Source: an optimization exercise on an open RTL-to-GDS flow (aim: small area and a short achievable clock period). Production flows keep margins and buffers that such runs may drop.
Only simulation tests tie the RTL to the original design; equivalence was not proved.
Power figures rest on the tool's default switching activity, not on a simulated workload.

==> flow/design.v (excerpt) <==
module wallace_mult_top (
	input  wire        clk,
	input  wire        sext_a,
	input  wire        sext_b,
	input  wire [31:0] a,
	input  wire [31:0] b,
	output wire [63:0] out
);
reg  [31:0] a_r;
reg         ae_r;
reg  [15:0] one_r;
reg  [15:0] two_r;
reg  [15:0] neg_r;
reg         sel16_r;
integer i;
reg [15:0] one_d, two_d, neg_d;
reg        b2, b1, b0;
always @ (*) begin
	for (i = 0; i < 16; i = i + 1) begin
		b2 = b[2 * i + 1];
		b1 = b[2 * i];
		b0 = (i == 0) ? 1'b0 : b[2 * i - 1];
		one_d[i] = b1 ^ b0;
		two_d[i] = (b2 & ~b1 & ~b0) | (~b2 & b1 & b0);
		neg_d[i] = b2;
	end
end
always @ (posedge clk) begin
	a_r     <= a;
	ae_r    <= sext_a & a[31];
	one_r   <= one_d;
	two_r   <= two_d;
	neg_r   <= neg_d;
	sel16_r <= b[31] & ~sext_b;    
end
wire pp0_0;
wire pp0_1;
wire pp0_2;
wire pp0_3;
wire pp0_4;
wire pp0_5;
wire pp0_6;
wire pp0_7;
wire pp0_8;
wire pp0_9;
wire pp0_10;
wire pp0_11;
wire pp0_12;
wire pp0_13;
wire pp0_14;
wire pp0_15;
wire pp0_16;
wire pp0_17;
wire pp0_18;
wire pp0_19;
wire pp0_20;
wire pp0_21;
wire pp0_22;
wire pp0_23;
wire pp0_24;
wire pp0_25;
wire pp0_26;
wire pp0_27;
wire pp0_28;
wire pp0_29;
wire pp0_30;
wire pp0_31;
wire pp0_32;
wire pp0_33;
wire pp1_0;
wire pp1_1;
wire pp1_2;
wire pp1_3;
wire pp1_4;
wire pp1_5;
wire pp1_6;
wire pp1_7;
wire pp1_8;
wire pp1_9;
wire pp1_10;
wire pp1_11;
wire pp1_12;
wire pp1_13;
wire pp1_14;
wire pp1_15;
wire pp1_16;
wire pp1_17;
wire pp1_18;
wire pp1_19;
wire pp1_20;
wire pp1_21;
wire pp1_22;
wire pp1_23;
wire pp1_24;
wire pp1_25;
wire pp1_26;
wire pp1_27;
wire pp1_28;
wire pp1_29;
wire pp1_30;
wire pp1_31;
wire pp1_32;
wire pp1_33;
wire pp2_0;
wire pp2_1;
wire pp2_2;
wire pp2_3;
wire pp2_4;
wire pp2_5;
wire pp2_6;
wire pp2_7;
wire pp2_8;
wire pp2_9;
wire pp2_10;
wire pp2_11;
wire pp2_12;
wire pp2_13;
wire pp2_14;
wire pp2_15;
wire pp2_16;
wire pp2_17;
wire pp2_18;
wire pp2_19;
wire pp2_20;
wire pp2_21;
wire pp2_22;
wire pp2_23;
wire pp2_24;
wire pp2_25;
wire pp2_26;
wire pp2_27;
wire pp2_28;
wire pp2_29;
wire pp2_30;
wire pp2_31;
wire pp2_32;
wire pp2_33;
wire pp3_0;
wire pp3_1;
wire pp3_2;
wire pp3_3;
wire pp3_4;
  ...
Size: ~190 flip-flops, ~130 I/O pins, roughly 28,000 um2 of cells after synthesis.
==> flow/config.mk <==
export PLATFORM = sky130hd
export DESIGN_NAME = wallace_mult_top
export DESIGN_NICKNAME = wallace_mult_top
export VERILOG_FILES = /design/flow/design.v
export SDC_FILE = /design/flow/constraint.sdc
export NUM_CORES = 4
export LEC_CHECK = 0
export CAP_MARGIN = 20
export CORE_MARGIN = 2
export CORE_UTILIZATION = 65
export SETUP_SLACK_MARGIN = 4.0
export SLEW_MARGIN = 20
export SYNTH_HIERARCHICAL = 1
export SYNTH_MINIMUM_KEEP_SIZE = 0
==> flow/constraint.sdc <==
create_clock -name core_clock -period 8.5 [get_ports {clk}]
set_input_delay 1.7000 -clock core_clock [delete_from_list [all_inputs] [get_ports {clk}]]
set_output_delay 1.7000 -clock core_clock [all_outputs]
set_load 0.01 [all_outputs]
standard.sh (not shown) runs the stock make flow with config.mk's settings and CLKGATE_MAP_FILE= SYNTH_SCRIPT=/design/flow/synth_recipe.tcl, a recipe that flattens the netlist after the stock synthesis.
==> flow/flow/run.sh <==
#!/bin/bash
# The standard layout (standard.sh, with the standard flow's synthesis and settings), except that
# the port buffers that global placement inserts are buf_1 cells instead of the
# default choice. make's own output goes to standard.log; each tool's log is under
# orfs/logs/.
set -euo pipefail
bash standard.sh 'BUFFER_PORTS_ARGS=-buffer_cell sky130_fd_sc_hd__buf_1' finish > standard.log 2>&1
Rerun with:
--- a/flow/config.mk
+++ b/flow/config.mk
@@ -8,5 +8,6 @@
 export CAP_MARGIN = 20
 export CORE_MARGIN = 2
-export CORE_UTILIZATION = 65
+export CORE_UTILIZATION = 60
+export GPL_TIMING_DRIVEN = 0
 export SETUP_SLACK_MARGIN = 4.0
 export SLEW_MARGIN = 20
- routed wire length climbs by 24%
- via count increases by 11%
- die area climbs by 8.2%
Rerun with:
--- a/flow/config.mk
+++ b/flow/config.mk
@@ -9,5 +9,4 @@
 export CORE_MARGIN = 2
 export CORE_UTILIZATION = 60
-export GPL_TIMING_DRIVEN = 0
 export SETUP_SLACK_MARGIN = 4.0
 export SLEW_MARGIN = 20
Result:
- clock power goes up by about 6.5%
- critical path depth shrinks by 1
- worst hold slack improves by 130 ps
- setup slack is better by 220 ps
Rerun with:
--- a/flow/config.mk
+++ b/flow/config.mk
@@ -8,5 +8,5 @@
 export CAP_MARGIN = 20
 export CORE_MARGIN = 2
-export CORE_UTILIZATION = 60
+export CORE_UTILIZATION = 55
 export SETUP_SLACK_MARGIN = 4.0
 export SLEW_MARGIN = 20
Result: The changed run ran to the end with no violations. Core utilization goes down by 5.4 points. Global-route usage goes down by 2.6 points. Routed wire length barely changes. Setup slack got worse by 40 ps. Die area increases by about 9%.


wallace_mult_top again, from the RTL that the note above started with.
clock: 8.5 ns
lec_check: 0
cap_margin: 20
core_margin: 2
core_utilization: 40
setup_slack_margin: 4.3
slew_margin: 20
synth_hierarchical: 1
synth_minimum_keep_size: 0
run.sh (not shown) runs the stock make flow with config.mk's settings and CLKGATE_MAP_FILE= SYNTH_SCRIPT=/design/flow/synth_recipe.tcl, a recipe that flattens the netlist after the stock synthesis.
Stock flow here: none of the scripts above is used.
==> next run, changes <==
--- a/flow/config.mk
+++ b/flow/config.mk
@@ -9,4 +9,4 @@
 export CORE_MARGIN = 2
-export CORE_UTILIZATION = 40
-export SETUP_SLACK_MARGIN = 4.3
+export CORE_UTILIZATION = 60
+export SETUP_SLACK_MARGIN = 4.0
 export SLEW_MARGIN = 20
After rerunning: The changed run completed with no timing, DRC or antenna violations; cell area went down by a few percent; maximum frequency barely changes; hold slack gains 0.027 ns; routed wire length shrinks by roughly a tenth; cell count is lower by roughly a tenth; die area goes down by a quarter to a third; non-clock buffer count came out lower by 37; utilization grows by 19 points.

[re-timing with driven ports]
No port has a modelled driver above. Below, the same layouts with a new extraction and two added sets of constraints. Step 1 assumes that a clkbuf_16 drives the clock port and a buf_2 every other input. Step 2 adds t to the input delays and takes it off the output delays; t is the mean of the earliest and latest rising clock arrival at the registers after step 1. Input paths then give back, and output paths get back, about the clock's delay inside the block. Slacks: no drivers / after step 1 / after step 2; pairs: no drivers / after step 1.
| run | t, ns | slack for setup (ns) | latest minus earliest clock arrival (ns) | pins driven straight from the clock port |
|---|---|---|---|---|
| the first run of note 1 | 0.563 | 3.904 / 3.843 / 4.018 | 0.020 / 0.020 | 1 |
| the second run of note 1 | 0.568 | 3.784 / 3.721 / 3.833 | 0.025 / 0.025 | 1 |
| the third run of note 1 | 0.572 | 4.003 / 3.940 / 4.059 | 0.027 / 0.026 | 1 |
| the fourth run of note 1 | 0.577 | 3.963 / 3.899 / 3.996 | 0.021 / 0.021 | 1 |
| the first run of note 2 | 0.559 | 4.012 / 3.954 / 4.310 | 0.022 / 0.022 | 1 |
| the second run of note 2 | 0.561 | 4.006 / 3.946 / 4.090 | 0.029 / 0.029 | 1 |
After both steps setup and hold are still met in every run listed.
